From an optimization exercise on the open Yosys and OpenROAD flow, aimed at small area; shortcuts taken in it are not production practice. Only simulation tests tie the RTL to the original design; equivalence was not proved. The clock input has no modelled driver; a real chip could not lean on it and would need a root buffer or a full tree. No activity file was given, so power comes from the tool's default toggle rates.

== the reference run ==
Design ds18b20_light, start of the top module:
module ds18b20_light(clk,rst,ds18b20_in,ds18b20_pull,the_btn,SEG7_SEG,SEG7_SEL,ADC549_DATA,ADC549_CLK,ADC549_CS_N,led);
==> flow/config.mk <==
export PLATFORM = sky130hd
export DESIGN_NAME = ds18b20_light
export DESIGN_NICKNAME = ds18b20_light
export VERILOG_FILES = /design/flow/design.v
export SDC_FILE = /design/flow/constraint.sdc
export NUM_CORES = 4
export LEC_CHECK = 0
export CAP_MARGIN = 20
export CORE_MARGIN = 2
export CORE_UTILIZATION = 40
export SLEW_MARGIN = 20
==> flow/constraint.sdc <==
create_clock -name core_clock -period 20.0 [get_ports {clk}]
set_input_delay 4.0000 -clock core_clock [delete_from_list [all_inputs] [get_ports {clk}]]
set_output_delay 4.0000 -clock core_clock [all_outputs]
set_load 0.01 [all_outputs]
standard.sh (not shown) runs the stock make flow with config.mk's settings and CLKGATE_MAP_FILE= SYNTH_SCRIPT=/design/flow/synth_recipe.tcl, a recipe that flattens the netlist after the stock synthesis.
==> flow/flow/run.sh <==
#!/bin/bash
# Layout: the standard ORFS flow (standard.sh) with these changes:
#  * synthesis: the logic is mapped by ABC with area-oriented scripts
#    (flow/abc_area_NN.script, 24 seeds of the same script; flow/multi_abc.tcl
#    keeps the smallest result), without ORFS's adder extraction step
#    (ADDER_MAP_FILE empty), through a copy of ORFS's scripts folder; the
#    registers are mapped by the standard steps and left as they are
#  * ports are buffered with sky130_fd_sc_hd__buf_1
#  * the clock tree is built by flow/mcts.tcl (run before CTS): the clock
#    port drives 4 clkbuf_16, one for each quarter of the registers by
#    placement
# make's full output goes to make.log; each ORFS step logs under orfs/logs.
set -euo pipefail
here=$(pwd)
rm -rf "$here/scripts_area"
cp -r "$FLOW_HOME/scripts" "$here/scripts_area"
cp "$here"/flow/abc_area_*.script "$here/scripts_area/"
cp "$here/flow/abc_area_01.script" "$here/scripts_area/abc_area.script"
sed -i "s|^  log_cmd abc {\*}\$abc_args\$|  source $here/flow/multi_abc.tcl|" "$here/scripts_area/synth.tcl"
grep -q "multi_abc.tcl" "$here/scripts_area/synth.tcl"
BUF="-buffer_cell sky130_fd_sc_hd__buf_1"
export BUFFER_PORTS_ARGS="$BUF" PRE_CTS_TCL="$here/flow/mcts.tcl"
bash standard.sh "SCRIPTS_DIR=$here/scripts_area" "ABC_AREA=1" "ADDER_MAP_FILE=" \
  "PRE_CTS_TCL=$here/flow/mcts.tcl" "BUFFER_PORTS_ARGS=$BUF" finish > make.log 2>&1
==> flow/flow/abc_area_13.script <==
strash
&get -n
&deepsyn -T 30 -S 13
&put
dch
amap
strash
dch
amap
topo
==> flow/flow/abc_area_14.script <==
strash
&get -n
&deepsyn -T 30 -S 14
&put
dch
amap
strash
dch
amap
topo
==> flow/flow/abc_area_15.script <==
strash
&get -n
&deepsyn -T 30 -S 15
&put
dch
amap
strash
dch
amap
topo
==> flow/flow/abc_area_16.script <==
strash
&get -n
&deepsyn -T 30 -S 16
&put
dch
amap
strash
dch
amap
topo
==> flow/flow/abc_area_17.script <==
strash
&get -n
&deepsyn -T 30 -S 17
&put
dch
amap
strash
dch
amap
topo
==> flow/flow/abc_area_18.script <==
strash
&get -n
&deepsyn -T 30 -S 18
&put
dch
amap
strash
dch
amap
topo
==> flow/flow/abc_area_19.script <==
strash
&get -n
&deepsyn -T 30 -S 19
&put
dch
amap
strash
dch
amap
topo
==> flow/flow/abc_area_20.script <==
strash
&get -n
&deepsyn -T 30 -S 20
&put
dch
amap
strash
dch
amap
topo
==> flow/flow/abc_area_21.script <==
strash
&get -n
&deepsyn -T 30 -S 21
&put
dch
amap
strash
dch
amap
topo
==> flow/flow/abc_area_22.script <==
strash
&get -n
&deepsyn -T 30 -S 22
&put
dch
amap
strash
dch
amap
topo
==> flow/flow/abc_area_23.script <==
strash
&get -n
&deepsyn -T 30 -S 23
&put
dch
amap
strash
dch
amap
topo
==> flow/flow/abc_area_24.script <==
strash
&get -n
&deepsyn -T 30 -S 24
&put
dch
amap
strash
dch
amap
topo
Other scripts of this flow, unchanged in this note and not shown: flow/flow/abc_area_01.script, flow/flow/abc_area_02.script, flow/flow/abc_area_03.script, flow/flow/abc_area_04.script, flow/flow/abc_area_05.script, flow/flow/abc_area_06.script, flow/flow/abc_area_07.script, flow/flow/abc_area_08.script, flow/flow/abc_area_09.script, flow/flow/abc_area_10.script, flow/flow/abc_area_11.script, flow/flow/abc_area_12.script, flow/flow/mcts.tcl, flow/flow/multi_abc.tcl
Inputs modified between the reference run and the trial run:
--- a/flow/flow/run.sh
+++ b/flow/flow/run.sh
@@ -3,3 +3,3 @@
 #  * synthesis: the logic is mapped by ABC with area-oriented scripts
-#    (flow/abc_area_NN.script, 24 seeds of the same script; flow/multi_abc.tcl
+#    (flow/abc_area_NN.script, twelve seeds of the same script; flow/multi_abc.tcl
 #    keeps the smallest result), without ORFS's adder extraction step
removed: flow/flow/abc_area_13.script
removed: flow/flow/abc_area_14.script
removed: flow/flow/abc_area_15.script
removed: flow/flow/abc_area_16.script
removed: flow/flow/abc_area_17.script
removed: flow/flow/abc_area_18.script
removed: flow/flow/abc_area_19.script
removed: flow/flow/abc_area_20.script
removed: flow/flow/abc_area_21.script
removed: flow/flow/abc_area_22.script
removed: flow/flow/abc_area_23.script
removed: flow/flow/abc_area_24.script
--- outcome ---
Cell-internal power, the trial run and the reference run, higher one = the reference run. Going from the reference run to the trial run, total power did not really move, via count went up. Maximum clock frequency, the trial run and the reference run, lower one = the trial run. The critical setup path kind comes out register to output pin in one run and primary input to output pin in the other, namely in the trial run and the reference run respectively.
No run of this note takes its clock network from TritonCTS; it comes from the design's own scripts or RTL.


ds18b20_light, a different RTL version from the one above (not shown whole).
Size: ~640 cells after synthesis, roughly 120 flip-flops, about 28 I/O pins, about 5300 um^2 of cells after synthesis.
Settings: LEC_CHECK=0, CAP_MARGIN=20, CORE_MARGIN=2, CORE_UTILIZATION=40, SLEW_MARGIN=20; clock period 20.0 ns.
==> flow/flow/run.sh <==
#!/bin/bash
# Layout: the standard ORFS flow (standard.sh) with these changes:
#  * synthesis: the logic is mapped by ABC with area-oriented scripts
#    (flow/abc_area_NN.script, twelve seeds of the same script; flow/multi_abc.tcl
#    keeps the smallest result), without ORFS's adder extraction step
#    (ADDER_MAP_FILE empty), through a copy of ORFS's scripts folder; the
#    registers are mapped by the standard steps and left as they are
#  * ports are buffered with sky130_fd_sc_hd__buf_1
#  * the clock tree is built by flow/mcts.tcl (run before CTS): the clock
#    port drives one clkbuf_8, which drives 8 clkbuf_8, one for each eighth
#    of the registers by placement
# make's full output goes to make.log; each ORFS step logs under orfs/logs.
set -euo pipefail
here=$(pwd)
rm -rf "$here/scripts_area"
cp -r "$FLOW_HOME/scripts" "$here/scripts_area"
cp "$here"/flow/abc_area_*.script "$here/scripts_area/"
cp "$here/flow/abc_area_01.script" "$here/scripts_area/abc_area.script"
sed -i "s|^  log_cmd abc {\*}\$abc_args\$|  source $here/flow/multi_abc.tcl|" "$here/scripts_area/synth.tcl"
grep -q "multi_abc.tcl" "$here/scripts_area/synth.tcl"
BUF="-buffer_cell sky130_fd_sc_hd__buf_1"
export BUFFER_PORTS_ARGS="$BUF" PRE_CTS_TCL="$here/flow/mcts.tcl"
bash standard.sh "SCRIPTS_DIR=$here/scripts_area" "ABC_AREA=1" "ADDER_MAP_FILE=" \
  "PRE_CTS_TCL=$here/flow/mcts.tcl" "BUFFER_PORTS_ARGS=$BUF" finish > make.log 2>&1
==> flow/flow/abc_area_01.script <==
strash
&get -n
&deepsyn -T 30 -S 1
&put
dch
amap
strash
dch
amap
topo
==> flow/flow/abc_area_02.script <==
strash
&get -n
&deepsyn -T 30 -S 2
&put
dch
amap
strash
dch
amap
topo
==> flow/flow/abc_area_03.script <==
strash
&get -n
&deepsyn -T 30 -S 3
&put
dch
amap
strash
dch
amap
topo
==> flow/flow/abc_area_04.script <==
strash
&get -n
&deepsyn -T 30 -S 4
&put
dch
amap
strash
dch
amap
topo
==> flow/flow/abc_area_05.script <==
strash
&get -n
&deepsyn -T 30 -S 5
&put
dch
amap
strash
dch
amap
topo
==> flow/flow/abc_area_06.script <==
strash
&get -n
&deepsyn -T 30 -S 6
&put
dch
amap
strash
dch
amap
topo
==> flow/flow/abc_area_07.script <==
strash
&get -n
&deepsyn -T 30 -S 7
&put
dch
amap
strash
dch
amap
topo
==> flow/flow/abc_area_08.script <==
strash
&get -n
&deepsyn -T 30 -S 8
&put
dch
amap
strash
dch
amap
topo
==> flow/flow/abc_area_09.script <==
strash
&get -n
&deepsyn -T 30 -S 9
&put
dch
amap
strash
dch
amap
topo
==> flow/flow/abc_area_10.script <==
strash
&get -n
&deepsyn -T 30 -S 10
&put
dch
amap
strash
dch
amap
topo
==> flow/flow/abc_area_11.script <==
strash
&get -n
&deepsyn -T 30 -S 11
&put
dch
amap
strash
dch
amap
topo
==> flow/flow/abc_area_12.script <==
strash
&get -n
&deepsyn -T 30 -S 12
&put
dch
amap
strash
dch
amap
topo
==> flow/flow/mcts.tcl <==
proc mcts_split { items n } {
  set groups [list $items]
  set axis 1
  while {[llength $groups] < $n} {
    set ng {}
    foreach g $groups {
      set s [lsort -real -index $axis $g]
      set h [expr {[llength $s] / 2}]
      lappend ng [lrange $s 0 [expr {$h - 1}]] [lrange $s $h end]
    }
    set groups $ng
    set axis [expr {3 - $axis}]
  }
  return $groups
}
proc mcts_centre { g } {
  set sx 0.0; set sy 0.0
  foreach e $g { set sx [expr {$sx + [lindex $e 1]}]; set sy [expr {$sy + [lindex $e 2]}] }
  set n [llength $g]
  return [list [expr {int($sx / $n)}] [expr {int($sy / $n)}]]
}
proc mcts_buffer { name cell innet x y } {
  set block [ord::get_db_block]
  set inst [odb::dbInst_create $block [[ord::get_db] findMaster $cell] $name]
  set net [odb::dbNet_create $block "${name}_net"]
  $net setSigType CLOCK
  [$inst findITerm A] connect $innet
  [$inst findITerm X] connect $net
  $inst setLocation $x $y
  $inst setPlacementStatus PLACED
  return $net
}
proc mcts_build { nl leafcell nr rootcell } {
  set block [ord::get_db_block]
  set clknet [$block findNet clk]
  set sinks {}
  foreach it [$clknet getITerms] {
    set bb [[$it getInst] getBBox]
    lappend sinks [list $it [expr {([$bb xMin] + [$bb xMax]) / 2.0}] [expr {([$bb yMin] + [$bb yMax]) / 2.0}]]
  }
  foreach it [$clknet getITerms] { $it disconnect }
  set leaves [mcts_split $sinks $nl]
  # leaf centres, grouped for the roots
  set lc {}
  set i 0
  foreach g $leaves { lappend lc [concat [list $i] [mcts_centre $g]]; incr i }
  if {$nr > 0} {
    set rgroups [mcts_split $lc $nr]
  } else {
    set rgroups [list $lc]
  }
  set r 0
  foreach rg $rgroups {
    if {$nr > 0} {
      set c [mcts_centre $rg]
      set innet [mcts_buffer "mcts_root_$r" $rootcell $clknet [lindex $c 0] [lindex $c 1]]
    } else {
      set innet $clknet
    }
    foreach e $rg {
      set li [lindex $e 0]
      set net [mcts_buffer "mcts_leaf_$li" $leafcell $innet [lindex $e 1] [lindex $e 2]]
      foreach s [lindex $leaves $li] { [lindex $s 0] connect $net }
    }
    incr r
  }
  puts "mcts: [llength $sinks] clock pins, $nl leaf buffers ($leafcell), $nr root buffers ($rootcell)"
}

# Used as ORFS's PRE_CTS_TCL: build the tree, then make the step's
# clock_tree_synthesis call a no-op (the rest of the CTS step, timing repair
# and legalisation, runs as usual).
mcts_build 8 sky130_fd_sc_hd__clkbuf_8 1 sky130_fd_sc_hd__clkbuf_8
set_propagated_clock [all_clocks]
proc clock_tree_synthesis { args } {
  puts "clock_tree_synthesis skipped: the clock tree was built by flow/mcts.tcl"
}
Other scripts of this flow, unchanged in this note and not shown: flow/flow/multi_abc.tcl
The baseline went through all stages and came out clean.
Edit:
--- a/flow/flow/run.sh
+++ b/flow/flow/run.sh
@@ -9,4 +9,4 @@
 #  * the clock tree is built by flow/mcts.tcl (run before CTS): the clock
-#    port drives one clkbuf_8, which drives 8 clkbuf_8, one for each eighth
-#    of the registers by placement
+#    port drives 4 clkbuf_16, one for each quarter of the registers by
+#    placement
 # make's full output goes to make.log; each ORFS step logs under orfs/logs.
--- a/flow/flow/mcts.tcl
+++ b/flow/flow/mcts.tcl
@@ -72,3 +72,3 @@
 # and legalisation, runs as usual).
-mcts_build 8 sky130_fd_sc_hd__clkbuf_8 1 sky130_fd_sc_hd__clkbuf_8
+mcts_build 4 sky130_fd_sc_hd__clkbuf_16 0 none
 set_propagated_clock [all_clocks]
Settings changed: CORE_UTILIZATION 40 to 70.
After rerunning: Register-to-register slack degrades by 90 ps; via count rose by 6.4%; worst setup slack improves by 110 ps; maximum frequency rose by 1.2%.
Edit:
Settings changed: CORE_UTILIZATION 70 to 40.
Worst setup slack gets better by 43 ps.
Via count shrinks by a few percent.
Worst hold slack stays flat.
Final area grows slightly.
Combinational power shrinks by a few percent.
Power stays flat.
Die area grows by well over a third.
Cell count grows by roughly a tenth.
Edit:
--- a/flow/flow/run.sh
+++ b/flow/flow/run.sh
@@ -3,3 +3,3 @@
 #  * synthesis: the logic is mapped by ABC with area-oriented scripts
-#    (flow/abc_area_NN.script, twelve seeds of the same script; flow/multi_abc.tcl
+#    (flow/abc_area_N.script, four seeds of the same script; flow/multi_abc.tcl
 #    keeps the smallest result), without ORFS's adder extraction step
@@ -9,4 +9,4 @@
 #  * the clock tree is built by flow/mcts.tcl (run before CTS): the clock
-#    port drives 4 clkbuf_16, one for each quarter of the registers by
-#    placement
+#    port drives one clkbuf_8, which drives 8 clkbuf_8, one for each eighth
+#    of the registers by placement
 # make's full output goes to make.log; each ORFS step logs under orfs/logs.
@@ -17,3 +17,3 @@
 cp "$here"/flow/abc_area_*.script "$here/scripts_area/"
-cp "$here/flow/abc_area_01.script" "$here/scripts_area/abc_area.script"
+cp "$here/flow/abc_area_1.script" "$here/scripts_area/abc_area.script"
 sed -i "s|^  log_cmd abc {\*}\$abc_args\$|  source $here/flow/multi_abc.tcl|" "$here/scripts_area/synth.tcl"
==> flow/flow/abc_area_1.script (new file) <==
strash
&get -n
&deepsyn -T 30 -S 1
&put
dch
amap
strash
dch
amap
topo
==> flow/flow/abc_area_2.script (new file) <==
strash
&get -n
&deepsyn -T 30 -S 2
&put
dch
amap
strash
dch
amap
topo
==> flow/flow/abc_area_3.script (new file) <==
strash
&get -n
&deepsyn -T 30 -S 3
&put
dch
amap
strash
dch
amap
topo
==> flow/flow/abc_area_4.script (new file) <==
strash
&get -n
&deepsyn -T 30 -S 4
&put
dch
amap
strash
dch
amap
topo
--- a/flow/flow/mcts.tcl
+++ b/flow/flow/mcts.tcl
@@ -72,3 +72,3 @@
 # and legalisation, runs as usual).
-mcts_build 4 sky130_fd_sc_hd__clkbuf_16 0 none
+mcts_build 8 sky130_fd_sc_hd__clkbuf_8 1 sky130_fd_sc_hd__clkbuf_8
 set_propagated_clock [all_clocks]
removed: flow/flow/abc_area_01.script
removed: flow/flow/abc_area_02.script
removed: flow/flow/abc_area_03.script
removed: flow/flow/abc_area_04.script
removed: flow/flow/abc_area_05.script
removed: flow/flow/abc_area_06.script
removed: flow/flow/abc_area_07.script
removed: flow/flow/abc_area_08.script
removed: flow/flow/abc_area_09.script
removed: flow/flow/abc_area_10.script
removed: flow/flow/abc_area_11.script
removed: flow/flow/abc_area_12.script
After rerunning: The new run finished clean; clock skew went up by 6.5 ps; setup slack is worse by 1200 ps; via count rises by 2.0%; synthesized cell count rose by 2.7%; die area climbs by 0.87%; fmax goes down by 12%; hold slack degrades by 10 ps; total power came out higher by 16%; wire length grows by 3.5%; first-iteration DRC count rose by 40%; global-route usage increases by 0.26 points.
In every run of this note, the design's own scripts or RTL, not TritonCTS, make the clock network.

[port drivers added, routing unchanged]
No port has a modelled driver above. Below, the same layouts with a new extraction and two added sets of constraints. Step 1 sets driving cells, clkbuf_16 on the clock port and buf_2 on the other inputs (assumed; they add their load-dependent delay and slew). Step 2 also shifts input and output timing later by t, the mid clock arrival at the registers, as if the neighbouring blocks saw the same clock. Slacks: ideal ports / drivers / drivers and shift; pairs: ideal ports / drivers.
| run | t (ns) | setup WS [ns] | worst setup path at the end | slew at the worst register clock pin (ns) | pins driven straight from the clock port |
|---|---|---|---|---|---|
| the reference run | 0.247 | 10.286 / 10.266 / 10.266 | input to output | 0.11 / 0.11 | 4 |
| the trial run | 0.243 | 10.129 / 10.048 / 10.204 | input to output | 0.11 / 0.11 | 4 |
| the first run of note 2 | 0.414 | 10.556 / 10.524 / 10.704 | input to output | 0.10 / 0.10 | 1 |
| the second run of note 2 | 0.251 | 10.664 / 10.617 / 10.641 | input to output | 0.12 / 0.12 | 4 |
| the third run of note 2 | 0.252 | 10.708 / 10.677 / 10.686 | input to output | 0.11 / 0.11 | 4 |
| the fourth run of note 2 | 0.402 | 9.465 / 9.434 / 9.836 | register to output | 0.10 / 0.10 | 1 |
After both steps setup and hold are still met in every run listed. For the second run of note 2, which loses most, drivers alone change the setup slack by -0.047 ns; drivers and shift together by -0.023 ns.
